Context: an optimization exercise on an open-source flow, tuned for small area, a short achievable clock period and few clock cycles per item. The choices shown serve that exercise and are no tape-out recipe. Only simulation tests tie the RTL to the original design; equivalence was not proved. Power figures rest on the tool's default switching activity, not on a simulated workload.

[flow/standard.sh]
#!/bin/bash
# synth_recipe.tcl (not shown) runs the flow's synth.tcl, then flattens the netlist and writes it again
# the make line also repeats each setting of config.mk as NAME=value (left out here)
make -C /OpenROAD-flow-scripts/flow DESIGN_CONFIG=/design/flow/config.mk WORK_HOME=/design/flow/orfs CLKGATE_MAP_FILE= SYNTH_SCRIPT=/design/flow/synth_recipe.tcl "${@:-finish}"
[flow/config.mk]
export PLATFORM = sky130hd
export DESIGN_NAME = bin2BCD
export DESIGN_NICKNAME = bin2BCD
export VERILOG_FILES = /design/flow/design.v
export SDC_FILE = /design/flow/constraint.sdc
export NUM_CORES = 4
export LEC_CHECK = 0
export ABC_AREA = 1
export CAP_MARGIN = 20
export CORE_MARGIN = 2
export CORE_UTILIZATION = 40
export SLEW_MARGIN = 20
[flow/flow/abc_area.script]
strash
dch
map -B 0.9
topo
[flow/flow/run.sh]
#!/bin/bash
# Standard ORFS layout with two changes: the port buffers are buf_1, and
# synthesis maps the logic with the ABC script in flow/abc_area.script (ORFS's area script without its buffering and sizing steps)
# (a copy of ORFS's scripts folder with only that file replaced).
set -euo pipefail
export BUFFER_PORTS_ARGS="-buffer_cell sky130_fd_sc_hd__buf_1"
rm -rf scripts_mod
cp -r "$FLOW_HOME/scripts" scripts_mod
cp flow/abc_area.script scripts_mod/abc_area.script
bash standard.sh SCRIPTS_DIR="$PWD/scripts_mod" synth > flow_synth.log 2>&1
bash standard.sh finish > flow_make.log 2>&1
[flow/constraint.sdc]
create_clock -name core_clock -period 5.0 [get_ports {clk}]
set_input_delay 1.0000 -clock core_clock [delete_from_list [all_inputs] [get_ports {clk}]]
set_output_delay 1.0000 -clock core_clock [all_outputs]
set_load 0.01 [all_outputs]
[flow/design.v]
`timescale 1ns / 1ps
module bin2BCD(
    input           clk,
    input           rst,
    input           en,
    input   [11:0]  bin_d_in,
    output  [15:0]  bcd_d_out,
    output          rdy
    );
    function [3:0] add3;
        input [3:0] d;
        reg o3;
        begin
            o3 = d[3] | (d[2] & (d[1] | d[0]));
            add3[3] = o3;
            add3[2] = (d[2] & ~d[1] & ~d[0]) | (d[3] & d[0]);
            add3[1] = (d[3] & ~d[0]) | (d[1] & ~d[2]) | (d[1] & d[0]);
            add3[0] = d[0] ^ o3;
        end
    endfunction
    function [27:0] step;
        input [27:0] x;
        begin
            step = {add3(x[27:24]), add3(x[23:20]), add3(x[19:16]), add3(x[15:12]), x[11:0]} << 1;
        end
    endfunction
    reg  [27:0] s1, s2;
    reg  [24:10] mid;
    reg         result_rdy;
    integer i;
    always @(*) begin
        s1 = {16'b0, bin_d_in};
        for (i = 0; i < 10; i = i + 1)
            s1 = step(s1);
    end
    always @(posedge clk) begin
        mid        <= s1[24:10];
        result_rdy <= en & ~rst;
    end
    always @(*) begin
        s2 = 28'b0;
        s2[24:10] = mid;
        for (i = 10; i < 12; i = i + 1)
            s2 = step(s2);
    end
    assign bcd_d_out = s2[27:12];
    assign rdy       = result_rdy;
endmodule
==> out/qor.txt, run 1 <==
Post_cts resized -> 0
Via Count -> 1293
Crit-path max FO -> 6
Fin crit share -> 0.693
Die span in y -> 59.1 um
Initial Util -> 0.429
Clock Sinks -> 16
CP Data Arrival Time -> 3640 ps
First-pass GRT wire length -> 3690 um
Die X -> 59.1 um
Busiest metal layer after global routing -> met2
Met2 GRT Util -> 0.214
Max_cap viols -> 0
Yosys cell types -> 15
Area leader, netlist -> dfxtp_1
Synthesized net count -> 230
Dpl hpwl -> 1810 um
Sequential element share of the synthesized area -> 0.264
Final number of setup-violating endpoints -> 0
Fmax -> 289 MHz
Rows -> 19
Share of cells above drive strength 1 -> 0.0163
Initial antenna violation count -> 0
Area share of the largest cell type after synthesis -> 0.264
Vias per cell -> 4.67
Fill cells -> 308
# nets final -> 262
Worst Setup Start Kind -> primary input
CTS H-tree lvls -> 1
Routed wire per std cell -> 7.42 um
Required time worst endpoint -> 5180 ps
Vias in the first global route -> 1002
CTS tree -> built
Cts hold-fix bufs -> 0
Unrepaired setup endpoints after global routing -> false
Final wirelength -> 2050 um
Synth area leaders -> dfxtp_1 26%, nand2_1 19%, clkinv_1 16%
Critical path endpoint category -> flip-flop
Syn-to-layout area delta -> 13.9%
Setup crit end -> mid[17]$_DFF_P_
Total power -> 0.648 mW
CTS Root Cell -> clkbuf_4
Total grt overflow -> 0
CTS Buf Count -> 3
Drt initial violations -> 30
Ant. Diodes -> 0
Static Leak -> 0.602 nW
Placement Cell Area -> 1350 um2
Hold Vio Cnt, Final -> 0
Crit path time final -> 3460 ps
Syn_area_per_cell -> 5.64 um2
Status -> no timing/DRC/antenna violations
GR Util met1 -> 0.177
All-Layer GR Usage -> 0.132
Fin worst setup slack -> 1540 ps
Fin area -> 1380 um2
CTS clock-pin slew for the worst setup and hold paths -> 90 ps
Die area -> 3490 um2
Routability Congestion -> 0.777
CP Class -> in2reg
Slew Viols, Final -> 0
GR Util met3 -> 0.0197
Largest net degree at the start of global routing -> 10
DRC -> 0
Post-CTS Setup Bufs -> 0
Drt pass-1 iters -> 4
Number of port buffers -> 30
Dpl ws -> 1260 ps
Cell Pwr Density -> 469 nW/um2
Syn Std Cell Area -> 1210 um2
HP Class -> in2reg
I/O Pins -> 32
Routed Antenna Nets -> 0
Ys Warns -> 1
Setup_tns -> 0 ps
VDD IR max -> 0.000149 V
Worst Setup SP -> bin_d_in[9]
Post-Syn Instances -> 215
Yosys reg bits -> 16
Area of the core -> 2830 um2
Longest Clk Path Bufs -> 2
==> synthesized netlist by cell type (all sizes together) <==
library cell and n:
nand2 60, clkinv 52, o22ai 18, nand3 17, dfxtp 16, o21ai 16
nor2 15, a21oi 7, xor2 6, buf 3, a22oi 2, conb 1
nor3 1, o21bai 1
==> kinds of logic after synthesis <==
logic type                Yosys count  synth area share
xor gates and xnor gates            6            0.0433
DFF                                16             0.264
AOI/OAI and AO/OA                  44             0.206
other                               1           0.00309
buffers and inverters              55             0.176
and+or+nand+nor                    93             0.306
==> final cells by class <==
type,count,area [um2],area share
clock buffers,4,36.3,0.0263
multi-input cells,144,678,0.491
repair buffers,30,113,0.0815
well taps,31,38.8,0.0281
flip-flops and latches,16,320,0.232
inverters,52,195,0.141
==> state kept, by name, indices dropped and copies added, names as in the netlist <==
| register | count |
|---|---|
| mid | 15 |
| result_rdy | 1 |
==> stage by stage <==
step                      utilization  std cells  hold slack, ps
after global placement          0.475        273            1090
after global routing            0.488        277             776
after CTS                       0.488        277             785
final                           0.488        277             798
after detailed placement        0.475        273            1090
after floorplan                     -        215            1030
==> critical path: stages <==
cell,delay [ps]
buf_1,90
clkinv_1,100
a21oi_1,220
nand2_1,110
nand2_1,110
nand2_1,80
nand2_1,70
clkinv_1,70
a22oi_1,280
nand2_1,190
o21ai_0,250
nand3_1,100
nand2_1,70
clkinv_1,80
o21ai_0,300
nand3_1,110
nand2_1,100
nand2_1,60
nand2_1,80
nand2_1,70
nand2_1,60
nand2_1,40
==> metal layers <==
layer / wire, um / up-vias
met5: 0 / -
met2: 865 / 23
li1: - / 749
met1: 1120 / 521
met3: 64 / 0
met4: 0 / 0
==> worst min-delay path by stage <==
stage | startpoint | endpoint | depth (start not counted)
3_3_place_gp | bin_d_in[2] | mid[12]$_DFF_P_ | 1
3_5_place_dp | bin_d_in[2] | mid[12]$_DFF_P_ | 1
5_1_grt | bin_d_in[0] | mid[10]$_DFF_P_ | 1
2_1_floorplan | bin_d_in[0] | mid[10]$_DFF_P_ | 0
4_1_cts | bin_d_in[0] | mid[10]$_DFF_P_ | 1
6_report | bin_d_in[0] | mid[10]$_DFF_P_ | 1
==> power breakdown <==
| group | internal, mW | switching (mW) |
|---|---|---|
| registers | 0.160 | 0.0215 |
| logic | 0.136 | 0.248 |
| clock network | 0.0443 | 0.0384 |
==> cell usage in the layout (no fill, tap or decap), drive strengths merged <==
| cell type | n |
|---|---|
| nand2 | 60 |
| clkinv | 52 |
| buf | 30 |
| o22ai | 18 |
| nand3 | 17 |
| o21ai | 16 |
| dfxtp | 16 |
| nor2 | 15 |
| a21oi | 7 |
| xor2 | 6 |
| clkbuf | 4 |
| a22oi | 2 |
| o21bai | 1 |
| nor3 | 1 |
| conb | 1 |
Testbench counts, summed over its fixed seeds: cycles 8,000, items 4,000.
==> run 2: changes to the inputs <==
--- a/flow/flow/run.sh
+++ b/flow/flow/run.sh
@@ -1,6 +1,6 @@
 #!/bin/bash
 # Standard ORFS layout with two changes: the port buffers are buf_1, and
-# synthesis maps the logic with the ABC script in flow/abc_area.script (ORFS's area script without its buffering and sizing steps)
+# synthesis maps the logic with the ABC script in flow/abc_area.script (a variant of ORFS's area script)
 # (a copy of ORFS's scripts folder with only that file replaced).
 set -euo pipefail
 export BUFFER_PORTS_ARGS="-buffer_cell sky130_fd_sc_hd__buf_1"
==> flow/flow/abc_area.script (replaced) <==
strash
dch
map -B 0.9
topo
stime -c
upsize -c
dnsize -c
==> out/qor.txt, run 2 <==
Status -> no timing/DRC/antenna violations
Yosys reg bits -> 16
Top-count cell post-synth -> nand2_1
Ys async rst share -> 0
CTS Buf Count -> 3
WHS -> 802 ps
Synth area leaders -> dfxtp_1 24%, nand2_1 11%, clkinv_1 9.3%
GR Util met1 -> 0.163
CP most frequent cell -> nand2_2
Crit path time final -> 2890 ps
Worst hold stages -> 1
Rows -> 21
Area share of the largest cell type after synthesis -> 0.239
Critical path endpoint category -> flip-flop
Routability Congestion -> 0.765
Met2 GRT Util -> 0.208
Cell Pwr Density -> 445 nW/um2
Vias per cell -> 4.43
I/O Pins -> 32
Largest regs -> mid (15), result_rdy (1)
Comb pwr share -> 0.614
Area of the core -> 3280 um2
Max reg flops -> 15
Die X -> 61.9 um
Initial Util -> 0.408
Post-Syn Instances -> 215
Total grt overflow -> 0
First-pass GRT wire length -> 3730 um
Max_cap viols -> 0
DRC -> 0
Dpl hpwl -> 1880 um
GR Util met3 -> 0.0124
Longest Clk Path Bufs -> 2
EDFF count, synth -> 0
CTS Root Cell -> clkbuf_4
Ant. Diodes -> 0
Post-route insts no fill -> 292
Worst Hold End -> mid[11]$_DFF_P_
Vias in the first global route -> 1010
Routed Antenna Nets -> 0
Worst Setup Start Kind -> primary input
Clock Sinks -> 16
Area leader, netlist -> dfxtp_1
Syn Std Cell Area -> 1340 um2
Most frequent cells in the layout -> 40 x nand2_1, 33 x clkinv_1, 30 x buf_1
Post_cts resized -> 0
Post-Place Cells -> 288
Drt pass-1 iters -> 4
Setup_tns -> 0 ps
Number of port buffers -> 30
Yosys cell types -> 24
WP buf/inv -> 1
All-Layer GR Usage -> 0.126
CP Data Arrival Time -> 3080 ps
Syn_area_per_cell -> 6.23 um2
Commonest cells in the synthesized netlist -> 40 x nand2_1, 33 x clkinv_1, 17 x nand2_2, 17 x o22ai_1, 16 x dfxtp_1
Largest net degree at the start of global routing -> 10
Share of cells above drive strength 1 -> 0.195
Fin crit share -> 0.579
CP max stage delay -> 140 ps
Syn-to-layout area delta -> 14.0%
Crit-path max FO -> 6
Unrepaired setup endpoints after global routing -> false
P_sw -> 0.325 mW
VDD IR max -> 0.000107 V
Net Sw Frac -> 0.478
Required time worst endpoint -> 5180 ps
Final number of setup-violating endpoints -> 0
CTS H-tree lvls -> 1
P_int -> 0.355 mW
Top_reg_cell synth -> dfxtp_1
Routed wire per std cell -> 7.18 um
Ys Warns -> 1
Worst hold start -> bin_d_in[1]
Sequential element share of the synthesized area -> 0.239
Total power -> 0.680 mW
Drt initial violations -> 28
# nets final -> 262
Cell family with most CP delay -> simple AND/OR/NAND/NOR gates
Fmax -> 345 MHz
Via Count -> 1295
Slowest stage cell, crit path -> buf_1
Largest Register -> mid
Cts hold-fix bufs -> 0
Final wirelength -> 2100 um
CTS clock-pin slew for the worst setup and hold paths -> 90 ps
Static Leak -> 0.680 nW
Die span in y -> 61.9 um
HP Class -> in2reg
Clock Power Share -> 0.119
Synthesized net count -> 230
Hold Vio Cnt, Final -> 0
Busiest metal layer after global routing -> met2
Most common cell after layout, fill and taps aside -> nand2_1
Slew Viols, Final -> 0
CP Class -> in2reg
Sequential share of power -> 0.267
CTS tree -> built
Post-CTS Setup Bufs -> 0
Worst Setup SP -> bin_d_in[11]
Die area -> 3830 um2
Initial antenna violation count -> 0
-- run 2: cell types whose count changed in the layout (fill, tap and decap cells not counted), moves of 2 or more --
cell and change:
nand2_1 -20, nand2_2 +17, o21ai_1 +6, o21ai_0 -9, inv_1 +5, nand3_2 +4, clkinv_1 -19, o21ai_2 +3
a22oi_1 -2, nand2_4 +3, inv_2 +13, a22oi_2 +2, nand3_1 -4
-- run 2: metal layers --
| metal | vias to the layer above | part of all wire |
|---|---|---|
| met4 | 0 | 0.012 |
| li1 | 749 | - |
| met3 | 2 | 0.020 |
| met1 | 526 | 0.53 |
| met5 | - | 0 |
| met2 | 18 | 0.44 |
-- run 2: cell type report --
class	instances	area (um2)
Fill cell	351	1760
Multi-Input combinational cell	144	791
Sequential cell	16	320
Inverter	52	209
Timing Repair Buffer	30	113
Tap cell	46	57.6
Clock buffer	4	36.3
-- run 2: worst max-delay path by stage --
| stage | to | slack, ps | cells after the start |
|---|---|---|---|
| 6_report | mid[13]$_DFF_P_ | 2110 | 28 |
| 5_1_grt | mid[13]$_DFF_P_ | 1780 | 24 |
| 4_1_cts | bcd_d_out[1] | 2080 | 9 |
| 3_5_place_dp | mid[13]$_DFF_P_ | 1790 | 28 |
| 3_3_place_gp | mid[13]$_DFF_P_ | 1780 | 29 |
| 2_1_floorplan | mid[13]$_DFF_P_ | 2110 | 22 |
-- run 2: per-stage QoR --
step           setup slack (ps)   util  area [um2]
4_1_cts                    2080  0.465        1530
5_1_grt                    1780  0.465        1530
6_report                   2110  0.465        1530
3_5_place_dp               1790  0.454        1490
2_1_floorplan              2110      -        1340
3_3_place_gp               1780  0.454        1490
-- run 2: kinds of logic (layout without fill, tap and decap cells) --
family,count (synthesis),count (layout),synth area share
buf+inv,55,86,0.170
other cells,1,1,0.00280
xor+xnor,6,6,0.0393
compound gates,44,44,0.207
simple gates,93,93,0.341
flops,16,16,0.239
-- run 2: power by group through the flow --
stage               Combinational, mW  Clock [mW]  Sequential (mW)
CTS                             0.422      0.0851            0.182
finish                          0.417      0.0812            0.181
global placement                0.421           0            0.185
detailed placement              0.422           0            0.185
global route                    0.490      0.0910            0.187
floorplan                       0.331           0            0.181
==> run 3: changes to the inputs <==
==> flow/flow/abc_area.script (replaced) <==
strash
balance
dch
map -B 0.9
topo
stime -c
buffer -c
upsize -c
dnsize -c
==> out/qor.txt, run 3 <==
Top-count cell post-synth -> nand2_1
Largest Register -> mid
Yosys cell types -> 29
Vias per cell -> 4.46
Longest Clk Path Bufs -> 2
Number of port buffers -> 30
Syn-to-layout area delta -> 13.7%
Initial Util -> 0.413
Clock Power Share -> 0.116
Max reg flops -> 15
Syn Std Cell Area -> 1370 um2
Area share of the largest cell type after synthesis -> 0.234
Via Count -> 1316
Sequential share of power -> 0.272
Top_reg_cell synth -> dfxtp_1
Hold Vio Cnt, Final -> 0
Ys async rst share -> 0
Share of cells above drive strength 1 -> 0.213
WHS -> 804 ps
Worst hold start -> bin_d_in[0]
Net Sw Frac -> 0.479
Area leader, netlist -> dfxtp_1
Total grt overflow -> 0
Rows -> 21
Worst hold stages -> 1
Setup_tns -> 0 ps
DRC -> 0
Ys Warns -> 1
Yosys reg bits -> 16
Die X -> 62.4 um
Static Leak -> 0.805 nW
Post-CTS Setup Bufs -> 0
CTS tree -> built
EDFF count, synth -> 0
Sequential element share of the synthesized area -> 0.234
Syn_area_per_cell -> 6.27 um2
Fin area -> 1550 um2
CP Class -> in2reg
Max_cap viols -> 0
Clock Sinks -> 16
I/O Pins -> 32
Worst Setup Start Kind -> primary input
Final wirelength -> 2320 um
HP Class -> in2reg
Largest regs -> mid (15), result_rdy (1)
Post-Syn Instances -> 218
CTS Buf Count -> 3
Most frequent cells in the layout -> 38 x nand2_1, 36 x inv_1, 30 x buf_1
VDD IR max -> 0.000101 V
CP Data Arrival Time -> 3170 ps
# nets final -> 265
Vias in the first global route -> 1197
All-Layer GR Usage -> 0.140
CTS clock-pin slew for the worst setup and hold paths -> 80 ps
Critical path endpoint category -> flip-flop
Comb pwr share -> 0.613
Synth area leaders -> dfxtp_1 23%, nand2_1 10%, inv_1 9.9%
Largest net degree at the start of global routing -> 10
Routed wire per std cell -> 7.86 um
Routed Antenna Nets -> 0
Crit path time final -> 2990 ps
Cts hold-fix bufs -> 0
Synthesized net count -> 233
Worst Setup SP -> bin_d_in[11]
Worst Hold End -> mid[10]$_DFF_P_
Status -> no timing/DRC/antenna violations
P_sw -> 0.330 mW
Crit-path max FO -> 7
P_int -> 0.359 mW
Placement Cell Area -> 1520 um2
Unrepaired setup endpoints after global routing -> false
Commonest cells in the synthesized netlist -> 38 x nand2_1, 36 x inv_1, 18 x nand2_2, 18 x nor2_1, 16 x dfxtp_1
Post-route insts no fill -> 295
Required time worst endpoint -> 5180 ps
Ant. Diodes -> 0
First-pass GRT wire length -> 4600 um
Final number of setup-violating endpoints -> 0
Total power -> 0.689 mW
Initial antenna violation count -> 0
Dpl hpwl -> 2010 um
Drt initial violations -> 40
Area of the core -> 3310 um2
CTS Root Cell -> clkbuf_4
Drt pass-1 iters -> 4
CTS H-tree lvls -> 1
Post-Place Cells -> 291
Fmax -> 335 MHz
Routability Congestion -> 0.743
Most common cell after layout, fill and taps aside -> nand2_1
Die area -> 3900 um2
Die span in y -> 62.4 um
Fin crit share -> 0.598
Cell Pwr Density -> 443 nW/um2
Slew Viols, Final -> 0
Post_cts resized -> 0
-- run 3: changes by cell type in the layout (fill, tap and decap cells not counted), sizes merged, moves of 2 or more --
cell	delta
clkinv	-33
o22ai	-6
nand3	-2
a21oi	+2
nor2	+3
a22o	+2
o21ai	+3
inv	+33
-- run 3: power groups by stage --
stage	Combinational (mW)	Clock (mW)	Sequential [mW]
6_report	0.422	0.0796	0.187
5_1_grt	0.488	0.0907	0.193
4_1_cts	0.426	0.0841	0.187
3_5_place_dp	0.425	0	0.190
3_3_place_gp	0.423	0	0.190
2_1_floorplan	0.331	0	0.185
-- run 3: cell type report --
type,instances,area [um2]
fillers,377,1760
multi-input cells,148,836
flip-flops and latches,16,320
inverters,51,191
repair buffers,30,113
well taps,46,57.6
clock buffers,4,36.3
-- run 3: logic make-up (layout without fill, tap and decap cells) --
family | Yosys count | after routing | share of synthesized area
AO/OA/AOI/OAI | 47 | 47 | 0.225
flip-flops | 16 | 16 | 0.234
AND/OR/NAND/NOR | 94 | 94 | 0.345
XOR/XNOR | 6 | 6 | 0.0385
buffers and inverters | 54 | 85 | 0.154
other | 1 | 1 | 0.00274
-- run 3: stage by stage --
step,worst slack [ps],util
after detailed placement,1720,0.458
after floorplan,2120,-
after global routing,1630,0.469
after global placement,1750,0.458
final,2010,0.469
after CTS,2030,0.469
-- run 3: critical path, cell delays in order --
cell and delay, ps:
buf_1 160, nand2_1 90, nand2_1 60, nand2_1 70, nand2_2 70, nand2_2 60, nand3_1 110, nand3_2 100
nand2_2 80, nand2_2 70, nand2_2 80, nand3_2 70, nand2_2 90, nand2_4 80, o21ai_2 140, nand3_1 100
nand2_1 80, inv_2 50, o21ai_2 160, nand3_1 90, nand2_1 100, nand2_2 60, nand2_2 70, nand2_2 50
nand2_1 60, nand2_1 40
-- run 3: how the worst max path moves through the flow --
stage | to | slack, ps
floorplan | mid[17]$_DFF_P_ | 2120
global placement | mid[17]$_DFF_P_ | 1750
detailed placement | mid[17]$_DFF_P_ | 1720
CTS | mid[17]$_DFF_P_ | 2030
global route | mid[17]$_DFF_P_ | 1630
finish | mid[17]$_DFF_P_ | 2010
-- run 3: routing by layer --
layer / global-route usage / up-vias / routed length [um]
li1: - / 748 / -
met1: 0.179 / 540 / 1180
met2: 0.230 / 24 / 1010
met3: 0.0108 / 4 / 78
met4: 0.0833 / 0 / 56
met5: 0 / - / 0
==> run 4: changes to the inputs <==
==> flow/flow/abc_area.script (replaced) <==
strash
dch
if -K 4
mfs2 -W 8 -M 5000
strash
dch
map -B 0.9
topo
stime -c
buffer -c
upsize -c
dnsize -c
==> out/qor.txt, run 4 <==
Die area -> 3990 um2
Post-CTS Setup Bufs -> 0
Cell Pwr Density -> 415 nW/um2
Fmax -> 355 MHz
Die X -> 63.2 um
HP Class -> in2reg
Die span in y -> 63.2 um
Largest net degree at the start of global routing -> 10
Vias per cell -> 4.63
Slew Viols, Final -> 0
Hold Vio Cnt, Final -> 0
Final wirelength -> 2540 um
Critical path endpoint category -> primary output
Final number of setup-violating endpoints -> 0
Initial antenna violation count -> 0
Fin crit share -> 0.564
Top-count cell post-synth -> nand2_1
Rows -> 21
Clock Sinks -> 16
Fin worst setup slack -> 2180 ps
Dpl hpwl -> 2180 um
Longest Clk Path Bufs -> 2
Status -> no timing/DRC/antenna violations
Via Count -> 1477
CTS tree -> built
Commonest cells in the synthesized netlist -> 72 x nand2_1, 31 x inv_1, 25 x nand3_1, 21 x nor2_1, 16 x dfxtp_1
Routability Congestion -> 0.866
Initial Util -> 0.417
CTS clock-pin slew for the worst setup and hold paths -> 80 ps
Crit path time final -> 2820 ps
Yosys reg bits -> 16
Drt initial violations -> 45
All-Layer GR Usage -> 0.138
I/O Pins -> 32
CTS H-tree lvls -> 1
Ys async rst share -> 0
CP Data Arrival Time -> 1820 ps
Crit-path max FO -> 7
CTS Root Cell -> clkbuf_4
Ant. Diodes -> 0
Slew HR -> 0.606
Max reg flops -> 15
Post-Syn Instances -> 242
Static Leak -> 0.829 nW
Routed Antenna Nets -> 0
Routed wire per std cell -> 7.96 um
Max_cap viols -> 0
Total grt overflow -> 0
Syn-to-layout area delta -> 13.4%
# nets final -> 289
Area of the core -> 3360 um2
VDD IR max -> 0.000104 V
Setup_tns -> 0 ps
CTS Buf Count -> 3
Synth area leaders -> dfxtp_1 23%, nand2_1 19%, nand3_1 8.9%
Worst hold start -> bin_d_in[1]
Required time worst endpoint -> 4000 ps
Most common cell after layout, fill and taps aside -> nand2_1
Vias in the first global route -> 1261
Most frequent cells in the layout -> 72 x nand2_1, 31 x inv_1, 30 x buf_1
Dpl ws -> 2050 ps
Actual slew at the worst max-slew pin -> 584 ps
Share of cells above drive strength 1 -> 0.117
Drt pass-1 iters -> 4
DR WL met3 -> 66 um
Highest routed layer -> met4
CP Class -> reg2out
Worst Setup SP -> mid[13]$_DFF_P_
Syn_area_per_cell -> 5.79 um2
Cts hold-fix bufs -> 0
Top_reg_cell synth -> dfxtp_1
First-pass GRT wire length -> 4660 um
Yosys cell types -> 29
Worst Setup Start Kind -> flip-flop
Largest Register -> mid
Post_cts resized -> 0
EDFF count, synth -> 0
Ys Warns -> 1
Met1 wire length -> 1320 um
WL met2 -> 1130 um
Area share of the largest cell type after synthesis -> 0.229
Unrepaired setup endpoints after global routing -> false
Synthesized net count -> 257
Worst hold stages -> 1
Syn Std Cell Area -> 1400 um2
Util after Layout -> 0.472
DRC -> 0
Sequential element share of the synthesized area -> 0.229
Area leader, netlist -> dfxtp_1
Largest regs -> mid (15), result_rdy (1)
Number of port buffers -> 30
## run 4: cell types whose count changed in the layout (fill, tap and decap cells not counted), sizes merged, moves of 2 or more
cell   delta
nand3    +12
inv      -14
nand4     +2
a21oi     -2
o31ai     +3
nand2    +27
nor2      +5
o22ai     -9
a22o      -2
## run 4: cell type report
cell class,count,area [um2]
Multi-Input combinational cell,186,923
Inverter,37,139
Sequential cell,16,320
Fill cell,407,1770
Timing Repair Buffer,30,113
Tap cell,46,57.6
Clock buffer,4,36.3
## run 4: metal layers
| layer | vias to the layer above | global-route usage |
|---|---|---|
| met3 | 3 | 0.00714 |
| li1 | 836 | - |
| met2 | 21 | 0.235 |
| met4 | 0 | 0.0652 |
| met5 | - | 0 |
| met1 | 617 | 0.178 |
## run 4: logic make-up after synthesis
kind of cell              Yosys count  synth area share
and+or+nand+nor                   140             0.445
other                               1           0.00268
AOI/OAI and AO/OA                  39             0.174
buffers and inverters              40             0.112
xor gates and xnor gates            6            0.0375
DFF                                16             0.229
## run 4: final timing paths
kind                         endpoint  slack, ps
worst max-delay path     bcd_d_out[1]       2180
worst min-delay path  mid[11]$_DFF_P_        800
## run 4: metrics by stage
step           cells  cell area [um2]  hold WS, ps  power, mW
2_1_floorplan    242             1400         1030      0.484
3_3_place_gp     315             1550         1090      0.580
3_5_place_dp     315             1550         1090      0.583
4_1_cts          319             1590          795      0.666
5_1_grt          319             1590          798      0.740
6_report         319             1590          802      0.659
## run 4: where the power goes
part	total (mW)	internal [mW]	leakage, nW	switching [mW]
Sequential	0.174	0.159	0.134	0.0153
Clock	0.0809	0.0443	0.0210	0.0366
Combinational	0.404	0.138	0.674	0.265
## run 4: critical path, stage by stage (launching register included)
cell     delay (ps)
dfxtp_1         330
o21ai_0         170
nand2_1         180
xor2_1          180
inv_1            90
nor2_1           40
o21ai_0         230
xor2_1          170
buf_1           160
==> run 5: changes to the inputs <==
==> flow/flow/abc_area.script (replaced) <==
strash
dch
if -K 3
mfs2 -W 8 -M 5000
strash
dch
map -B 0.9
topo
stime -c
buffer -c
upsize -c
dnsize -c
==> out/qor.txt, run 5 <==
Status -> no timing/DRC/antenna violations
Vias in the first global route -> 1105
Static Leak -> 0.777 nW
CTS Buf Count -> 3
Longest Clk Path Bufs -> 2
Post-CTS Setup Bufs -> 0
Setup crit end -> bcd_d_out[5]
Post-Syn Instances -> 214
Rows -> 21
Fin area -> 1540 um2
Die span in y -> 62.1 um
Die X -> 62.1 um
Area leader, netlist -> dfxtp_1
Synth area leaders -> dfxtp_1 24%, nand2_1 13%, nand2_2 12%
Syn Std Cell Area -> 1350 um2
Slew Viols, Final -> 0
Required time worst endpoint -> 4000 ps
Drt initial violations -> 37
I/O Pins -> 32
Fmax -> 347 MHz
Area share of the largest cell type after synthesis -> 0.237
Cell Pwr Density -> 436 nW/um2
Placement Cell Area -> 1500 um2
Cell family with most CP delay -> compound AO/OA/AOI/OAI gates
First-pass GRT wire length -> 3970 um
Total power -> 0.670 mW
Post_cts resized -> 0
Clock Sinks -> 16
Share of cells above drive strength 1 -> 0.212
CP max stage delay -> 350 ps
EDFF count, synth -> 0
Yosys cell types -> 25
Dpl ws -> 1930 ps
Area of the core -> 3280 um2
Crit path time final -> 2880 ps
Number of port buffers -> 30
Vias per cell -> 4.52
# nets final -> 261
CTS clock-pin slew for the worst setup and hold paths -> 80 ps
Post-route insts no fill -> 291
Cts hold-fix bufs -> 0
All-Layer GR Usage -> 0.133
Post-Place Cells -> 287
Ys async rst share -> 0
Cells along the critical path -> nor2_1, inv_1, a21oi_1, xor2_1, nand2_1, o21ai_0, o21ai_0, xor2_1, buf_1
Multi-input gate area -> 857 um2
Fill cells -> 363
Ys Warns -> 1
Critical path endpoint category -> primary output
Top-count cell post-synth -> nand2_1
VDD IR max -> 0.0000923 V
Crit-path max FO -> 4
CTS H-tree lvls -> 1
Sequential element share of the synthesized area -> 0.237
Unrepaired setup endpoints after global routing -> false
Setup_tns -> 0 ps
Largest Register -> mid
Initial antenna violation count -> 0
Max reg flops -> 15
Final wirelength -> 2300 um
CTS Root Cell -> clkbuf_4
Largest regs -> mid (15), result_rdy (1)
CP Class -> reg2out
Via Count -> 1314
Commonest cells in the synthesized netlist -> 46 x nand2_1, 36 x inv_1, 25 x nand2_2, 16 x dfxtp_1, 15 x nor2_1
Initial Util -> 0.411
WP buf/inv -> 2
Ant. Diodes -> 0
Most common cell after layout, fill and taps aside -> nand2_1
Routed wire per std cell -> 7.89 um
Total grt overflow -> 0
Syn_area_per_cell -> 6.31 um2
Fin crit share -> 0.576
HP Class -> in2reg
Hold Vio Cnt, Final -> 0
Yosys reg bits -> 16
Storage element area -> 320 um2
Max_cap viols -> 0
Slowest stage cell, crit path -> dfxtp_1
DRC -> 0
CP Data Arrival Time -> 1880 ps
Drt pass-1 iters -> 4
Top_reg_cell synth -> dfxtp_1
Syn-to-layout area delta -> 13.9%
Stages on worst setup path -> 9
Synthesized net count -> 229
Worst Setup Start Kind -> flip-flop
Fin worst setup slack -> 2120 ps
Largest net degree at the start of global routing -> 10
Die area -> 3860 um2
Dpl hpwl -> 2010 um
CTS tree -> built
Final number of setup-violating endpoints -> 0
Routability Congestion -> 0.758
Worst hold start -> bin_d_in[0]
Most frequent cells in the layout -> 46 x nand2_1, 36 x inv_1, 30 x buf_1
Routed Antenna Nets -> 0
Worst Setup SP -> mid[16]$_DFF_P_
## run 5: per-layer routing
layer,GRT usage,vias up,part of all wire
met5,0,-,0
met4,0.0547,0,0.017
met3,0.0124,4,0.025
met2,0.240,21,0.47
met1,0.160,550,0.49
li1,-,739,-
## run 5: worst min path at each step
stage	endpoint	slack, ps	cells after the start
final	mid[10]$_DFF_P_	800	1
after global routing	mid[12]$_DFF_P_	790	1
after CTS	mid[11]$_DFF_P_	790	1
after global placement	mid[11]$_DFF_P_	1090	1
after floorplan	mid[10]$_DFF_P_	1030	0
after detailed placement	mid[10]$_DFF_P_	1090	1
## run 5: cell type report
class                           instances  share of cell area
Tap cell                               46              0.0374
Timing Repair Buffer                   30              0.0732
Multi-Input combinational cell        154               0.557
Sequential cell                        16               0.208
Inverter                               41               0.100
Clock buffer                            4              0.0236
## run 5: logic make-up after synthesis
logic type | after synthesis | share of synthesized area
buffers and inverters | 44 | 0.128
other | 1 | 0.00278
XOR/XNOR | 6 | 0.0389
AND/OR/NAND/NOR | 106 | 0.385
AO/OA/AOI/OAI | 41 | 0.209
flip-flops | 16 | 0.237
## run 5: power breakdown
part	internal (mW)	switching, mW	leakage [nW]
Clock	0.0443	0.0366	0.0210
Sequential	0.160	0.0210	0.134
Combinational	0.145	0.263	0.622
## run 5: metrics by stage
step	util	hold WS, ps
after floorplan	-	1030
after global placement	0.457	1090
after detailed placement	0.457	1090
after CTS	0.468	793
after global routing	0.468	791
final	0.468	803
==> run 6: changes to the inputs <==
==> flow/flow/abc_area.script (replaced) <==
strash
dch
if -K 6
mfs -W 6
strash
dch
map -B 0.9
topo
stime -c
buffer -c
upsize -c
dnsize -c
==> out/qor.txt, run 6 <==
Status -> no timing/DRC/antenna violations
Cell Pwr Density -> 442 nW/um2
Syn_area_per_cell -> 6.21 um2
Synth area leaders -> dfxtp_1 25%, nand2_1 12%, inv_1 11%
EDFF count, synth -> 0
Unrepaired setup endpoints after global routing -> false
Die X -> 61.0 um
Share of cells above drive strength 1 -> 0.171
Most common cell after layout, fill and taps aside -> nand2_1
Longest Clk Path Bufs -> 2
I/O Pins -> 32
Die area -> 3720 um2
Clock Sinks -> 16
Cts hold-fix bufs -> 0
Drt initial violations -> 31
Hold Vio Cnt, Final -> 0
Area leader, netlist -> dfxtp_1
Post-CTS Setup Bufs -> 0
Fin crit share -> 0.592
Final number of setup-violating endpoints -> 0
Crit-path max FO -> 6
First-pass GRT wire length -> 3630 um
Crit path time final -> 2960 ps
Required time worst endpoint -> 4000 ps
Ys async rst share -> 0
Syn Std Cell Area -> 1300 um2
Die span in y -> 61.0 um
Routed wire per std cell -> 7.48 um
Multi-input gate area -> 791 um2
CTS tree -> built
Max_cap viols -> 0
Placement Cell Area -> 1450 um2
Ant. Diodes -> 0
Vias per cell -> 4.49
Max reg flops -> 15
Fin area -> 1480 um2
Total grt overflow -> 0
DRC -> 0
Largest Register -> mid
Via Count -> 1276
Fmax -> 338 MHz
Number of port buffers -> 30
Drt pass-1 iters -> 4
Synthesized net count -> 224
Fill cells -> 339
CTS Root Cell -> clkbuf_4
Sequential element share of the synthesized area -> 0.247
Commonest cells in the synthesized netlist -> 42 x nand2_1, 37 x inv_1, 17 x nor2_1, 16 x dfxtp_1, 16 x o21ai_0
# nets final -> 256
Post-Syn Instances -> 209
Syn-to-layout area delta -> 14.3%
Post_cts resized -> 0
Slew Viols, Final -> 0
Area of the core -> 3080 um2
Initial antenna violation count -> 0
CTS clock-pin slew for the worst setup and hold paths -> 80 ps
Worst Setup Start Kind -> flip-flop
Final wirelength -> 2120 um
Routability Congestion -> 0.748
Vias in the first global route -> 972
Static Leak -> 0.748 nW
Critical path endpoint category -> primary output
CP Class -> reg2out
Yosys cell types -> 24
Yosys reg bits -> 16
Most frequent cells in the layout -> 42 x nand2_1, 37 x inv_1, 30 x buf_1
Storage element area -> 320 um2
CTS Buf Count -> 3
Routed Antenna Nets -> 0
All-Layer GR Usage -> 0.123
Dpl hpwl -> 1830 um
Ys Warns -> 1
HP Class -> in2reg
Largest regs -> mid (15), result_rdy (1)
Area share of the largest cell type after synthesis -> 0.247
Largest net degree at the start of global routing -> 10
CTS H-tree lvls -> 1
Top_reg_cell synth -> dfxtp_1
VDD IR max -> 0.000126 V
Top-count cell post-synth -> nand2_1
Setup_tns -> 0 ps
Initial Util -> 0.422
Rows -> 20
CP Data Arrival Time -> 1960 ps
[run 6: logic make-up (layout without fill, tap and decap cells)]
group           after synthesis  count (layout)  share of synthesized area
flops                        16              16                      0.247
compound gates               50              50                      0.261
buf+inv                      48              79                      0.145
xor+xnor                      7               7                     0.0472
simple gates                 87              87                      0.298
other cells                   1               1                    0.00289
[run 6: area by class of cell]
class	instances	share of cell area
multi-input cells	145	0.533
flip-flops and latches	16	0.216
inverters	45	0.114
repair buffers	30	0.0759
well taps	44	0.0371
clock buffers	4	0.0245
[run 6: final timing paths]
kind                  slack, ps             from  cells past startpoint               to
worst min-delay path        810      bin_d_in[1]                      1  mid[11]$_DFF_P_
worst max-delay path       2040  mid[16]$_DFF_P_                      7     bcd_d_out[5]
[run 6: report_power, final]
part | total [mW] | switching [mW] | internal [mW]
clock network | 0.0807 | 0.0364 | 0.0443
logic | 0.391 | 0.250 | 0.141
registers | 0.184 | 0.0241 | 0.160
[run 6: metrics by stage]
| stage | power [mW] | cells | util | hold slack (ps) | setup WS [ps] |
|---|---|---|---|---|---|
| 2_1_floorplan | 0.486 | 209 | - | 1030 | 2100 |
| 3_3_place_gp | 0.578 | 280 | 0.470 | 1090 | 1770 |
| 3_5_place_dp | 0.581 | 280 | 0.470 | 1100 | 1780 |
| 4_1_cts | 0.665 | 284 | 0.482 | 796 | 2000 |
| 5_1_grt | 0.736 | 284 | 0.482 | 791 | 1680 |
| 6_report | 0.656 | 284 | 0.482 | 807 | 2040 |
[run 6: critical path, stage by stage (launching register included)]
cell     delay (ps)
dfxtp_1         390
nor2_1           70
o21ai_1         370
xor2_1          210
nor2_1           70
o21ai_0         260
xor2_1          160
buf_1           160
[run 6: per-layer routing]
layer	vias to the layer above	wire length [um]	global-route usage
met3	4	62	0.00640
met5	-	0	0
met4	0	38	0.0466
met1	529	1080	0.166
met2	23	948	0.206
li1	720	-	-
==> run 7: changes to the inputs <==
==> flow/flow/abc_area.script (replaced) <==
strash
dch
if -K 4
mfs -W 8
strash
dch
map -B 0.9
topo
stime -c
upsize -c
dnsize -c
==> out/qor.txt, run 7 <==
P_int -> 0.338 mW
Slowest stage cell, crit path -> dfxtp_1
Syn Std Cell Area -> 1220 um2
Most frequent cells in the layout -> 58 x nand2_1, 30 x buf_1, 25 x clkinv_1
Required time worst endpoint -> 4000 ps
Ys Warns -> 1
Area of the core -> 2980 um2
Worst Hold End -> mid[12]$_DFF_P_
CTS H-tree lvls -> 1
Worst Setup Start Kind -> flip-flop
Crit-path max FO -> 3
Multi-input gate area -> 704 um2
Vias in the first global route -> 1010
Initial antenna violation count -> 0
Largest net degree at the start of global routing -> 10
Final number of setup-violating endpoints -> 0
CTS Root Cell -> clkbuf_4
Comb pwr share -> 0.589
Most common cell after layout, fill and taps aside -> nand2_1
# nets final -> 258
Largest Register -> mid
Die span in y -> 59.3 um
VDD IR max -> 0.000111 V
I/O Pins -> 32
Fmax -> 339 MHz
Cell Pwr Density -> 458 nW/um2
WHS -> 811 ps
Ant. Diodes -> 0
Die X -> 59.3 um
Drt pass-1 iters -> 4
Drt initial violations -> 35
Yosys reg bits -> 16
CP Class -> reg2out
Synthesized net count -> 226
WP buf/inv -> 2
EDFF count, synth -> 0
Area leader, netlist -> dfxtp_1
Routability Congestion -> 0.710
Post_cts resized -> 0
Clock Sinks -> 16
Post-Place Cells -> 271
Setup_tns -> 0 ps
Total grt overflow -> 0
P_sw -> 0.301 mW
Share of cells above drive strength 1 -> 0.0992
Rows -> 20
Cts hold-fix bufs -> 0
Longest Clk Path Bufs -> 2
Syn_area_per_cell -> 5.80 um2
Ys async rst share -> 0
HP Class -> in2reg
Routed Antenna Nets -> 0
Storage element area -> 320 um2
Worst hold start -> bin_d_in[2]
Initial Util -> 0.411
Cell family with most CP delay -> compound AO/OA/AOI/OAI gates
Critical path endpoint category -> primary output
DRC -> 0
Max_cap viols -> 0
Routed wire per std cell -> 7.48 um
Max reg flops -> 15
Sequential element share of the synthesized area -> 0.262
Fill cells -> 320
Die area -> 3520 um2
Cells along the critical path -> nor2_1, clkinv_1, a21oi_1, xor2_1, nor2_1, o21ai_0, xor2_1, buf_1
Area share of the largest cell type after synthesis -> 0.262
CTS Buf Count -> 3
Syn-to-layout area delta -> 14.0%
Status -> no timing/DRC/antenna violations
Post-Syn Instances -> 211
Hold Vio Cnt, Final -> 0
Final wirelength -> 2060 um
Post-route insts no fill -> 275
First-pass GRT wire length -> 3610 um
Unrepaired setup endpoints after global routing -> false
Number of port buffers -> 30
Top_reg_cell synth -> dfxtp_1
CTS clock-pin slew for the worst setup and hold paths -> 80 ps
Fin crit share -> 0.590
Top-count cell post-synth -> nand2_1
Vias per cell -> 4.59
Largest regs -> mid (15), result_rdy (1)
CTS tree -> built
All-Layer GR Usage -> 0.130
Static Leak -> 0.648 nW
Synth area leaders -> dfxtp_1 26%, nand2_1 18%, clkinv_1 7.7%
Commonest cells in the synthesized netlist -> 58 x nand2_1, 25 x clkinv_1, 16 x dfxtp_1, 15 x o21ai_0
Dpl hpwl -> 1770 um
Crit path time final -> 2950 ps
CP max stage delay -> 330 ps
Clock Power Share -> 0.126
Worst hold stages -> 1
Slew Viols, Final -> 0
Yosys cell types -> 23
Net Sw Frac -> 0.471
Via Count -> 1262
Sequential share of power -> 0.286
Post-CTS Setup Bufs -> 0
CP Data Arrival Time -> 1950 ps
run 7: cell types whose count changed in the layout (fill, tap and decap cells not counted), sizes merged:
cell | before | now
nand2 | 57 | 60
o21ai | 28 | 25
nand3 | 12 | 11
clkinv | 0 | 25
o211ai | 0 | 1
inv | 45 | 23
xor2 | 7 | 6
o22ai | 8 | 12
nor2 | 18 | 15
a31oi | 1 | 0
run 7: how the worst max path moves through the flow:
stage	from	to	slack (ps)	cells past startpoint
after detailed placement	bin_d_in[11]	mid[13]$_DFF_P_	1830	28
after global placement	bin_d_in[11]	mid[17]$_DFF_P_	1840	28
after floorplan	bin_d_in[11]	mid[13]$_DFF_P_	2220	28
after global routing	bin_d_in[11]	mid[13]$_DFF_P_	1710	29
final	mid[16]$_DFF_P_	bcd_d_out[5]	2050	8
after CTS	mid[16]$_DFF_P_	bcd_d_out[5]	2010	8
run 7: logic make-up after synthesis:
kind of cell	count (synthesis)	share of synthesized area
XOR/XNOR	6	0.0429
other	1	0.00306
buffers and inverters	51	0.163
AND/OR/NAND/NOR	86	0.281
flip-flops	16	0.262
AO/OA/AOI/OAI	51	0.248
run 7: power groups by stage:
stage | combinational (mW) | sequential, mW | clock, mW
2_1_floorplan | 0.290 | 0.181 | 0
3_3_place_gp | 0.379 | 0.185 | 0
3_5_place_dp | 0.379 | 0.185 | 0
4_1_cts | 0.380 | 0.182 | 0.0866
5_1_grt | 0.443 | 0.188 | 0.0910
6_report | 0.376 | 0.183 | 0.0804
run 7: final cells by class:
cell class	instances	share of cell area
clock buffer	4	0.0260
inverter	48	0.129
multi-input combinational	144	0.505
sequential	16	0.230
tap	33	0.0296
timing repair buffer	30	0.0807
run 7: metrics by stage:
stage	util	total power, mW	instance area, um2	setup WS, ps
finish	0.468	0.639	1400	2050
detailed placement	0.456	0.564	1360	1830
global placement	0.456	0.564	1360	1840
floorplan	-	0.471	1220	2220
global route	0.468	0.722	1400	1710
CTS	0.468	0.649	1400	2010
run 7: metal layers:
metal	vias to the layer above	global-route usage	share of wire
met5	-	0	0
met4	0	0.0779	0.013
met3	2	0.00655	0.030
met2	22	0.220	0.44
met1	504	0.160	0.52
li1	734	-	-
==> run 8: changes to the inputs <==
==> flow/flow/abc_area.script (replaced) <==
strash
dch
if -K 4
mfs -W 10 -a
strash
dch
map -B 0.9
topo
stime -c
upsize -c
dnsize -c
==> out/qor.txt, run 8 <==
Area share of the largest cell type after synthesis -> 0.250
Clock Power Share -> 0.095
Hold Vio Cnt, Final -> 0
Dpl ws -> 1860 ps
Max_cap viols -> 0
Number of port buffers -> 30
CP Class -> reg2out
DR WL met3 -> 45 um
Clock Sinks -> 16
Ant. Diodes -> 0
Post-CTS Setup Bufs -> 0
P_int -> 0.329 mW
EDFF count, synth -> 0
Worst Setup Start Kind -> flip-flop
Critical path endpoint category -> primary output
Worst hold stages -> 1
Commonest cells in the synthesized netlist -> 45 x nand2_1, 22 x clkinv_1, 16 x dfxtp_1, 15 x nand2_2
Comb pwr share -> 0.619
Synthesized net count -> 226
Final wirelength -> 2210 um
Cell Pwr Density -> 440 nW/um2
Largest regs -> mid (15), result_rdy (1)
Unrepaired setup endpoints after global routing -> false
Ys async rst share -> 0
Fin crit share -> 0.589
Yosys reg bits -> 16
Longest Clk Path Bufs -> 2
Dpl hpwl -> 1920 um
Highest routed layer -> met4
Slew Viols, Final -> 0
Most frequent cells in the layout -> 45 x nand2_1, 30 x buf_1, 22 x clkinv_1
Vias per cell -> 4.62
Sequential share of power -> 0.286
Fill cells -> 350
CTS H-tree lvls -> 1
Initial Util -> 0.420
Status -> no timing/DRC/antenna violations
I/O Pins -> 32
Post_cts resized -> 0
Cts hold-fix bufs -> 0
VDD IR max -> 0.000120 V
Routability Congestion -> 0.772
Routed wire per std cell -> 7.74 um
First-pass GRT wire length -> 4020 um
Sequential element share of the synthesized area -> 0.250
Area of the core -> 3050 um2
Syn_area_per_cell -> 6.07 um2
Crit path time final -> 2950 ps
Synth area leaders -> dfxtp_1 25%, nand2_1 13%, nand2_2 7.3%
Drt pass-1 iters -> 4
Crit-path max FO -> 3
Syn Std Cell Area -> 1280 um2
Ys Warns -> 1
Yosys cell types -> 24
Slowest stage cell, crit path -> dfxtp_1
CP max stage delay -> 340 ps
Fin worst setup slack -> 2050 ps
Largest Register -> mid
Post-route insts no fill -> 285
Share of cells above drive strength 1 -> 0.170
Total grt overflow -> 0
Static Leak -> 0.664 nW
Die X -> 60.6 um
Placement Cell Area -> 1430 um2
Area leader, netlist -> dfxtp_1
Largest net degree at the start of global routing -> 9
WL met2 -> 988 um
CTS Root Cell -> clkbuf_4
Total power -> 0.639 mW
CTS tree -> built
Routed Antenna Nets -> 0
DRC -> 0
CTS clock-pin slew for the worst setup and hold paths -> 80 ps
Top_reg_cell synth -> dfxtp_1
Post-Place Cells -> 282
Drt initial violations -> 31
Die span in y -> 60.6 um
Required time worst endpoint -> 4000 ps
Post-Syn Instances -> 211
CTS Buf Count -> 3
Max reg flops -> 15
Fin area -> 1450 um2
CP Data Arrival Time -> 1950 ps
All-Layer GR Usage -> 0.137
# nets final -> 258
Cells along the critical path -> nor2_1, clkinv_1, a21oi_1, xor2_1, nor2_1, o21ai_0, xor2_1, buf_1
Syn-to-layout area delta -> 13.4%
Vias in the first global route -> 1111
Most common cell after layout, fill and taps aside -> nand2_1
Final number of setup-violating endpoints -> 0
Net Sw Frac -> 0.485
Top-count cell post-synth -> nand2_1
Met1 wire length -> 1150 um
Rows -> 20
P_sw -> 0.310 mW
Setup_tns -> 0 ps
Via Count -> 1316
Initial antenna violation count -> 0
Fmax -> 340 MHz
HP Class -> in2reg
Die area -> 3670 um2
-- run 8: cell types whose count changed after synthesis, sizes merged --
cell    previous run  this run
clkinv            25        22
inv               23        26
nor2              15        13
nor3               0         1
o21ai             25        26
-- run 8: metal layers --
layer | GRT usage | vias to the layer above
met3 | 0.0128 | 2
met4 | 0.0559 | 0
li1 | - | 743
met5 | 0 | -
met1 | 0.172 | 551
met2 | 0.241 | 20
-- run 8: critical path: cells and delay by family (launching register included) --
kind | cells | cell delay, ps
flops | 1 | 340
buf+inv | 2 | 240
compound gates | 2 | 520
xor+xnor | 2 | 360
simple gates | 2 | 210
-- run 8: kinds of logic after synthesis --
group                     share of synthesized area
AOI/OAI and AO/OA                             0.259
buffers and inverters                         0.155
other                                       0.00293
xor gates and xnor gates                     0.0410
DFF                                           0.250
and+or+nand+nor                               0.292
-- run 8: stage by stage --
stage	utilization	hold WS [ps]
6_report	0.476	811
5_1_grt	0.476	802
4_1_cts	0.476	805
3_5_place_dp	0.468	1100
3_3_place_gp	0.468	1090
2_1_floorplan	-	1030
-- run 8: power by group through the flow --
stage	sequential [mW]	clock (mW)	combinational [mW]
global placement	0.186	0	0.399
detailed placement	0.186	0	0.399
global route	0.188	0.0701	0.462
floorplan	0.181	0	0.308
finish	0.183	0.0606	0.396
CTS	0.183	0.0640	0.400
-- run 8: layout make-up --
type	count	area [um2]	area share
Tap cell	44	55.1	0.0379
Clock buffer	3	22.5	0.0155
Sequential cell	16	320	0.220
Inverter	48	180	0.124
Multi-Input combinational cell	144	762	0.525
Timing Repair Buffer	30	113	0.0775
-- run 8: worst paths after layout --
kind	from	endpoint	slack, ps
worst max-delay path	mid[12]$_DFF_P_	bcd_d_out[1]	2050
worst min-delay path	bin_d_in[1]	mid[11]$_DFF_P_	810
==> run 9: changes to the inputs <==
==> flow/flow/abc_area.script (replaced) <==
strash
dch
if -K 4
mfs -W 8
strash
dch
map -B 0.9
topo
stime -c
buffer -c
upsize -c
dnsize -c
==> out/qor.txt, run 9 <==
EDFF count, synth -> 0
Ys async rst share -> 0
Yosys reg bits -> 16
Required time worst endpoint -> 5180 ps
Total grt overflow -> 0
Slew Viols, Final -> 0
Routed wire per std cell -> 7.59 um
Post-CTS Setup Bufs -> 0
Fin area -> 1400 um2
CTS H-tree lvls -> 1
Placement Cell Area -> 1360 um2
Largest regs -> mid (15), result_rdy (1)
Fmax -> 345 MHz
Ant. Diodes -> 0
Final wirelength -> 2090 um
Util after Layout -> 0.468
Die span in y -> 59.3 um
Multi-input gate area -> 704 um2
Drt pass-1 iters -> 4
Synth area leaders -> dfxtp_1 26%, nand2_1 18%, inv_1 12%
HP Class -> in2reg
CTS Root Cell -> clkbuf_4
All-Layer GR Usage -> 0.127
Syn Std Cell Area -> 1220 um2
Initial Util -> 0.411
Drt initial violations -> 47
Status -> no timing/DRC/antenna violations
Crit path time final -> 2900 ps
Clock Sinks -> 16
I/O Pins -> 32
Routability Congestion -> 0.754
Ys Warns -> 1
Hold Vio Cnt, Final -> 0
CTS clock-pin slew for the worst setup and hold paths -> 90 ps
Critical path endpoint category -> flip-flop
Worst Setup Start Kind -> primary input
Worst hold stages -> 1
First-pass GRT wire length -> 3590 um
Sequential element share of the synthesized area -> 0.262
Initial antenna violation count -> 0
Most common cell after layout, fill and taps aside -> nand2_1
Fin worst setup slack -> 2100 ps
Via Count -> 1287
Top-count cell post-synth -> nand2_1
Die area -> 3520 um2
Syn-to-layout area delta -> 14.0%
Unrepaired setup endpoints after global routing -> false
Die X -> 59.3 um
Static Leak -> 0.735 nW
Worst hold start -> bin_d_in[2]
Synthesized net count -> 226
Yosys cell types -> 22
Total power -> 0.635 mW
Setup_tns -> 0 ps
Rows -> 20
DRC -> 0
# nets final -> 258
Storage element area -> 320 um2
Cell Pwr Density -> 455 nW/um2
Largest Register -> mid
Cts hold-fix bufs -> 0
Worst Hold End -> mid[12]$_DFF_P_
CTS Buf Count -> 3
Largest net degree at the start of global routing -> 10
Area of the core -> 2980 um2
Final number of setup-violating endpoints -> 0
Longest Clk Path Bufs -> 2
Vias per cell -> 4.68
Post-route insts no fill -> 275
Max_cap viols -> 0
Crit-path max FO -> 4
Share of cells above drive strength 1 -> 0.0826
Fin crit share -> 0.579
Post-Syn Instances -> 211
Most frequent cells in the layout -> 58 x nand2_1, 38 x inv_1, 30 x buf_1
Dpl hpwl -> 1800 um
Commonest cells in the synthesized netlist -> 58 x nand2_1, 38 x inv_1, 16 x dfxtp_1, 15 x o21ai_0, 14 x nor2_1
CTS tree -> built
Vias in the first global route -> 950
Dpl ws -> 1790 ps
Post-Place Cells -> 271
Area share of the largest cell type after synthesis -> 0.262
Top_reg_cell synth -> dfxtp_1
Routed Antenna Nets -> 0
Post_cts resized -> 0
WHS -> 808 ps
Syn_area_per_cell -> 5.80 um2
Max reg flops -> 15
CP Data Arrival Time -> 3080 ps
CP Class -> in2reg
Number of port buffers -> 30
Fill cells -> 340
Area leader, netlist -> dfxtp_1
VDD IR max -> 0.000116 V
==> run 9: cell count changes after synthesis, moves of 2 or more <==
cell | before | now
inv_1 | 12 | 38
clkinv_1 | 22 | 0
nand2_1 | 45 | 58
nand2_2 | 15 | 2
inv_2 | 14 | 10
o21ai_2 | 4 | 1
nor2_1 | 12 | 14
==> run 9: power breakdown <==
group / leakage (nW) / internal, mW / switching (mW)
Sequential: 0.134 / 0.160 / 0.0219
Combinational: 0.580 / 0.133 / 0.241
Clock: 0.0210 / 0.0442 / 0.0359
Total: 0.735 / 0.337 / 0.298
==> run 9: layout make-up <==
| class | instances | share of cell area |
|---|---|---|
| Multi-Input combinational cell | 144 | 0.505 |
| Timing Repair Buffer | 30 | 0.0807 |
| Tap cell | 33 | 0.0296 |
| Sequential cell | 16 | 0.230 |
| Clock buffer | 4 | 0.0260 |
| Inverter | 48 | 0.129 |
==> run 9: cell families after synthesis <==
family,Yosys count,share of synthesized area
flops,16,0.262
buf+inv,51,0.163
compound gates,51,0.248
other cells,1,0.00306
xor+xnor,6,0.0429
simple gates,86,0.281
==> run 9: how the worst max path moves through the flow <==
stage,from,endpoint,slack (ps),cells past startpoint
after global routing,bin_d_in[11],mid[13]$_DFF_P_,1680,28
final,bin_d_in[11],mid[13]$_DFF_P_,2100,28
after CTS,bin_d_in[11],mid[13]$_DFF_P_,2090,28
after detailed placement,bin_d_in[11],mid[13]$_DFF_P_,1790,28
after floorplan,bin_d_in[9],mid[13]$_DFF_P_,2220,28
after global placement,bin_d_in[11],mid[13]$_DFF_P_,1840,28
==> run 9: layer usage <==
| layer | vias up | global-route usage | share of wire |
|---|---|---|---|
| met1 | 527 | 0.182 | 0.55 |
| met2 | 26 | 0.190 | 0.42 |
| met3 | 0 | 0.00655 | 0.023 |
| met5 | - | 0 | 0 |
| li1 | 734 | - | - |
| met4 | 0 | 0.0682 | 0 |
==> run 9: critical path, stage by stage <==
cell     delay [ps]
buf_1           160
nand2_1         120
nand2_1         120
nand2_1          70
nand2_1          60
nand3_1          60
nand2_1          80
nand2_1          50
nand2_1          70
nand3_1          70
nand2_1          80
nand2_1          50
nand2_1          80
nand3_1          70
nand2_1          80
nand2_1          50
nand2_1          80
nand3_1          70
nand2_1          90
nand2_1          50
nand2_1          90
nand3_1          70
nand2_1          80
nand2_1          70
nand2_1          60
nand2_1          70
nand2_1          60
nand2_1          40
==> run 10: changes to the inputs <==
--- a/flow/config.mk
+++ b/flow/config.mk
@@ -9,4 +9,5 @@
 export CAP_MARGIN = 20
 export CORE_MARGIN = 2
 export CORE_UTILIZATION = 40
+export PLACE_DENSITY = 0.7
 export SLEW_MARGIN = 20
==> out/qor.txt, run 10 <==
Status -> no timing/DRC/antenna violations
Drt initial violations -> 21
Via Count -> 1313
Worst Hold End -> mid[12]$_DFF_P_
EDFF count, synth -> 0
Routed wire per std cell -> 8.18 um
Synth area leaders -> dfxtp_1 26%, nand2_1 18%, inv_1 12%
Commonest cells in the synthesized netlist -> 58 x nand2_1, 38 x inv_1, 16 x dfxtp_1, 15 x o21ai_0, 14 x nor2_1
CP Data Arrival Time -> 3110 ps
Fin worst setup slack -> 2080 ps
Total grt overflow -> 0
Rows -> 20
Drt pass-1 iters -> 4
CTS clock-pin slew for the worst setup and hold paths -> 80 ps
Slew Viols, Final -> 0
CTS Buf Count -> 3
Dpl hpwl -> 1910 um
Yosys reg bits -> 16
Fin crit share -> 0.584
Area leader, netlist -> dfxtp_1
Area share of the largest cell type after synthesis -> 0.262
Initial antenna violation count -> 0
Crit-path max FO -> 4
Yosys cell types -> 22
Crit path time final -> 2920 ps
Total power -> 0.638 mW
Final wirelength -> 2250 um
Post-Place Cells -> 271
Syn-to-layout area delta -> 14.0%
Die span in y -> 59.3 um
WHS -> 802 ps
Syn_area_per_cell -> 5.80 um2
HP Class -> in2reg
Ant. Diodes -> 0
Worst Setup Start Kind -> primary input
Most frequent cells in the layout -> 58 x nand2_1, 38 x inv_1, 30 x buf_1
Critical path endpoint category -> flip-flop
Share of cells above drive strength 1 -> 0.0826
Top-count cell post-synth -> nand2_1
Sequential element share of the synthesized area -> 0.262
Clock Sinks -> 16
Routed Antenna Nets -> 0
Most common cell after layout, fill and taps aside -> nand2_1
Die X -> 59.3 um
Dpl ws -> 1790 ps
Vias per cell -> 4.77
Setup_tns -> 0 ps
Post_cts resized -> 0
Max_cap viols -> 0
Top_reg_cell synth -> dfxtp_1
CP Class -> in2reg
Worst hold start -> bin_d_in[2]
VDD IR max -> 0.000137 V
Synthesized net count -> 226
Fmax -> 342 MHz
Largest regs -> mid (15), result_rdy (1)
Number of port buffers -> 30
Hold Vio Cnt, Final -> 0
Cell Pwr Density -> 458 nW/um2
Post-route insts no fill -> 275
Cts hold-fix bufs -> 0
Largest net degree at the start of global routing -> 10
Max reg flops -> 15
Die area -> 3520 um2
Post-CTS Setup Bufs -> 0
Ys Warns -> 1
Initial Util -> 0.411
First-pass GRT wire length -> 3930 um
Worst hold stages -> 1
Area of the core -> 2980 um2
Util after Layout -> 0.468
Post-Syn Instances -> 211
Fin area -> 1400 um2
Fill cells -> 330
CTS tree -> built
All-Layer GR Usage -> 0.140
Routability Congestion -> 0.828
Unrepaired setup endpoints after global routing -> false
CTS H-tree lvls -> 1
Largest Register -> mid
Static Leak -> 0.735 nW
Longest Clk Path Bufs -> 2
Placement Cell Area -> 1360 um2
CTS Root Cell -> clkbuf_4
Final number of setup-violating endpoints -> 0
I/O Pins -> 32
Syn Std Cell Area -> 1220 um2
DRC -> 0
Required time worst endpoint -> 5190 ps
Ys async rst share -> 0
# nets final -> 258
Vias in the first global route -> 1070
[run 10: report_power, final]
part / switching [mW] / leakage, nW / internal (mW)
Clock: 0.0379 / 0.0210 / 0.0443
Sequential: 0.0228 / 0.134 / 0.160
Combinational: 0.241 / 0.580 / 0.133
Total: 0.302 / 0.735 / 0.337
[run 10: cell families (layout without fill, tap and decap cells)]
kind of cell | count (synthesis) | after routing | share of synthesized area
simple gates | 86 | 86 | 0.281
compound gates | 51 | 51 | 0.248
buf+inv | 51 | 82 | 0.163
flops | 16 | 16 | 0.262
xor+xnor | 6 | 6 | 0.0429
other cells | 1 | 1 | 0.00306
[run 10: critical path, cell delays in order]
cell	delay [ps]
buf_1	160
nand2_1	110
nand2_1	130
nand2_1	80
nand2_1	60
nand3_1	60
nand2_1	80
nand2_1	50
nand2_1	70
nand3_1	70
nand2_1	80
nand2_1	50
nand2_1	80
nand3_1	70
nand2_1	70
nand2_1	50
nand2_1	70
nand3_1	70
nand2_1	80
nand2_1	50
nand2_1	90
nand3_1	70
nand2_1	110
nand2_1	80
nand2_1	60
nand2_1	60
nand2_1	50
nand2_1	40
[run 10: routing by layer]
| metal | global-route usage | routed length [um] | vias to the layer above | part of all wire |
|---|---|---|---|---|
| met5 | 0 | 0 | - | 0 |
| met1 | 0.157 | 1050 | 559 | 0.47 |
| li1 | - | - | 728 | - |
| met3 | 0.0197 | 64 | 5 | 0.028 |
| met2 | 0.265 | 1110 | 21 | 0.49 |
| met4 | 0.0487 | 30 | 0 | 0.013 |
[run 10: worst max-delay path by stage]
stage	slack [ps]	start	end	depth (start not counted)
after floorplan	2220	bin_d_in[9]	mid[13]$_DFF_P_	28
after global placement	1850	bin_d_in[11]	mid[13]$_DFF_P_	28
after detailed placement	1790	bin_d_in[11]	mid[13]$_DFF_P_	28
after CTS	2080	bin_d_in[11]	mid[13]$_DFF_P_	28
after global routing	1610	bin_d_in[11]	mid[13]$_DFF_P_	29
final	2080	bin_d_in[11]	mid[13]$_DFF_P_	28
[run 10: cell type report]
class | instances | area [um2] | area share
Clock buffer | 4 | 36.3 | 0.0260
Inverter | 48 | 180 | 0.129
Sequential cell | 16 | 320 | 0.230
Multi-Input combinational cell | 144 | 704 | 0.505
Timing Repair Buffer | 30 | 113 | 0.0807
Tap cell | 33 | 41.3 | 0.0296
==> run 11: changes to the inputs <==
--- a/flow/config.mk
+++ b/flow/config.mk
@@ -9,5 +9,5 @@
 export CAP_MARGIN = 20
 export CORE_MARGIN = 2
 export CORE_UTILIZATION = 40
-export PLACE_DENSITY = 0.7
+export PLACE_DENSITY = 0.8
 export SLEW_MARGIN = 20
==> out/qor.txt, run 11 <==
Routed wire per std cell -> 7.94 um
Required time worst endpoint -> 5220 ps
Met1 wire length -> 993 um
Dpl hpwl -> 1870 um
CTS Buf Count -> 3
CP most frequent cell -> nand2_1
Area leader, netlist -> dfxtp_1
CTS tree -> built
Top_reg_cell synth -> dfxtp_1
Total power -> 0.617 mW
Slowest stage cell, crit path -> o211ai_1
CTS H-tree lvls -> 1
Longest Clk Path Bufs -> 2
Setup crit end -> mid[17]$_DFF_P_
HP Class -> in2reg
Fin crit share -> 0.575
Area of the core -> 2980 um2
Drt pass-1 iters -> 4
Cell family with most CP delay -> simple AND/OR/NAND/NOR gates
CTS Root Cell -> clkbuf_4
Total grt overflow -> 0
Unrepaired setup endpoints after global routing -> false
CP Data Arrival Time -> 3090 ps
Net Sw Frac -> 0.480
Yosys cell types -> 22
VDD IR max -> 0.000102 V
Post_cts resized -> 0
Highest routed layer -> met4
Fmax -> 348 MHz
Syn_area_per_cell -> 5.80 um2
WP buf/inv -> 1
WL met2 -> 1070 um
Synth area leaders -> dfxtp_1 26%, nand2_1 18%, inv_1 12%
Die span in y -> 59.3 um
DR WL met3 -> 70 um
Synthesized net count -> 226
Number of port buffers -> 30
Via Count -> 1281
Fill cells -> 310
Largest regs -> mid (15), result_rdy (1)
Util after Layout -> 0.464
Largest net degree at the start of global routing -> 9
Worst hold stages -> 1
Most frequent cells in the layout -> 58 x nand2_1, 38 x inv_1, 30 x buf_1
Area share of the largest cell type after synthesis -> 0.262
Ant. Diodes -> 0
All-Layer GR Usage -> 0.126
Share of cells above drive strength 1 -> 0.0788
Hold Vio Cnt, Final -> 0
Post-CTS Setup Bufs -> 0
# nets final -> 258
I/O Pins -> 32
Largest Register -> mid
Cts hold-fix bufs -> 0
Multi-input gate area -> 704 um2
Syn-to-layout area delta -> 12.9%
Critical path endpoint category -> flip-flop
Routability Congestion -> 0.823
P_int -> 0.321 mW
Dpl ws -> 1830 ps
Yosys reg bits -> 16
First-pass GRT wire length -> 3460 um
Fin worst setup slack -> 2130 ps
Drt initial violations -> 41
Comb pwr share -> 0.607
Syn Std Cell Area -> 1220 um2
CTS clock-pin slew for the worst setup and hold paths -> 80 ps
Sequential share of power -> 0.294
Routed Antenna Nets -> 0
Setup_tns -> 0 ps
Crit path time final -> 2870 ps
Commonest cells in the synthesized netlist -> 58 x nand2_1, 38 x inv_1, 16 x dfxtp_1, 15 x o21ai_0, 14 x nor2_1
DRC -> 0
Final wirelength -> 2180 um
Max reg flops -> 15
EDFF count, synth -> 0
Initial antenna violation count -> 0
Die area -> 3520 um2
Worst Setup SP -> bin_d_in[11]
Cell Pwr Density -> 446 nW/um2
Ys async rst share -> 0
Vias per cell -> 4.68
Slew Viols, Final -> 0
Top-count cell post-synth -> nand2_1
Status -> no timing/DRC/antenna violations
Crit-path max FO -> 4
Static Leak -> 0.728 nW
Storage element area -> 320 um2
Initial Util -> 0.411
Post-Syn Instances -> 211
Worst Setup Start Kind -> primary input
P_sw -> 0.296 mW
Final number of setup-violating endpoints -> 0
Die X -> 59.3 um
Rows -> 20
Sequential element share of the synthesized area -> 0.262
Stages on worst setup path -> 25
Most common cell after layout, fill and taps aside -> nand2_1
Clock Power Share -> 0.099
CP max stage delay -> 170 ps
Vias in the first global route -> 954
CP Class -> in2reg
Max_cap viols -> 0
Ys Warns -> 1
Clock Sinks -> 16
run 11: power groups by stage:
stage / Combinational [mW] / Sequential [mW] / Clock, mW
finish: 0.374 / 0.181 / 0.0613
global route: 0.428 / 0.185 / 0.0685
CTS: 0.376 / 0.181 / 0.0636
detailed placement: 0.375 / 0.184 / 0
global placement: 0.368 / 0.184 / 0
floorplan: 0.286 / 0.180 / 0
run 11: layout make-up:
type / instances / share of cell area
clock buffers: 3 / 0.0163
inverters: 48 / 0.130
multi-input cells: 144 / 0.510
repair buffers: 30 / 0.0815
well taps: 33 / 0.0299
flip-flops and latches: 16 / 0.232
run 11: worst min path at each step:
| stage | from | to | slack (ps) |
|---|---|---|---|
| CTS | bin_d_in[1] | mid[11]$_DFF_P_ | 800 |
| floorplan | bin_d_in[0] | mid[10]$_DFF_P_ | 1030 |
| detailed placement | bin_d_in[1] | mid[11]$_DFF_P_ | 1090 |
| global route | bin_d_in[2] | mid[12]$_DFF_P_ | 800 |
| finish | bin_d_in[2] | mid[12]$_DFF_P_ | 810 |
| global placement | bin_d_in[1] | mid[11]$_DFF_P_ | 1090 |
run 11: logic make-up (layout without fill, tap and decap cells):
family          after synthesis  in the layout  share of synthesized area
simple gates                 86             86                      0.281
other cells                   1              1                    0.00306
flops                        16             16                      0.262
compound gates               51             51                      0.248
xor+xnor                      6              6                     0.0429
buf+inv                      51             81                      0.163
run 11: through the flow:
stage | instance area (um2) | hold slack, ps | cells
after floorplan | 1220 | 1030 | 211
after global placement | 1360 | 1090 | 271
after detailed placement | 1360 | 1090 | 271
after CTS | 1380 | 802 | 274
after global routing | 1380 | 798 | 274
final | 1380 | 810 | 274
run 11: layer usage:
metal | vias to the layer above | global-route usage
met3 | 5 | 0.0197
met5 | - | 0
met1 | 520 | 0.143
li1 | 729 | -
met4 | 0 | 0.0584
met2 | 27 | 0.226

==> afterwards: timing with drivers on the ports <==
How much do the figures lean on ideal ports? The routed layouts below were timed once more, with nothing changed but the port constraints. Step 1 assumes that a clkbuf_16 drives the clock port and a buf_2 every other input. Step 2, shift: input delay + t, output delay - t, t = (earliest + latest rising clock arrival at the registers) / 2. This alone moves slack from input paths to output paths. a / b / c = ideal ports / drivers / drivers and shift; a / b = the first two.
run	t, ns	setup slack, ns
run 1	0.297	1.536 / 1.532 / 1.235
run 2	0.298	2.105 / 2.103 / 1.805
run 3	0.295	2.011 / 2.011 / 1.715
run 4	0.297	2.182 / 2.161 / 2.048
run 5	0.295	2.121 / 2.103 / 1.939
run 6	0.293	2.040 / 2.022 / 1.781
run 7	0.294	2.050 / 2.029 / 1.857
run 8	0.290	2.055 / 2.035 / 1.871
run 9	0.292	2.103 / 2.102 / 1.810
run 10	0.301	2.080 / 2.080 / 1.779
run 11	0.293	2.127 / 2.108 / 1.832
After both steps setup and hold are still met in every run listed.
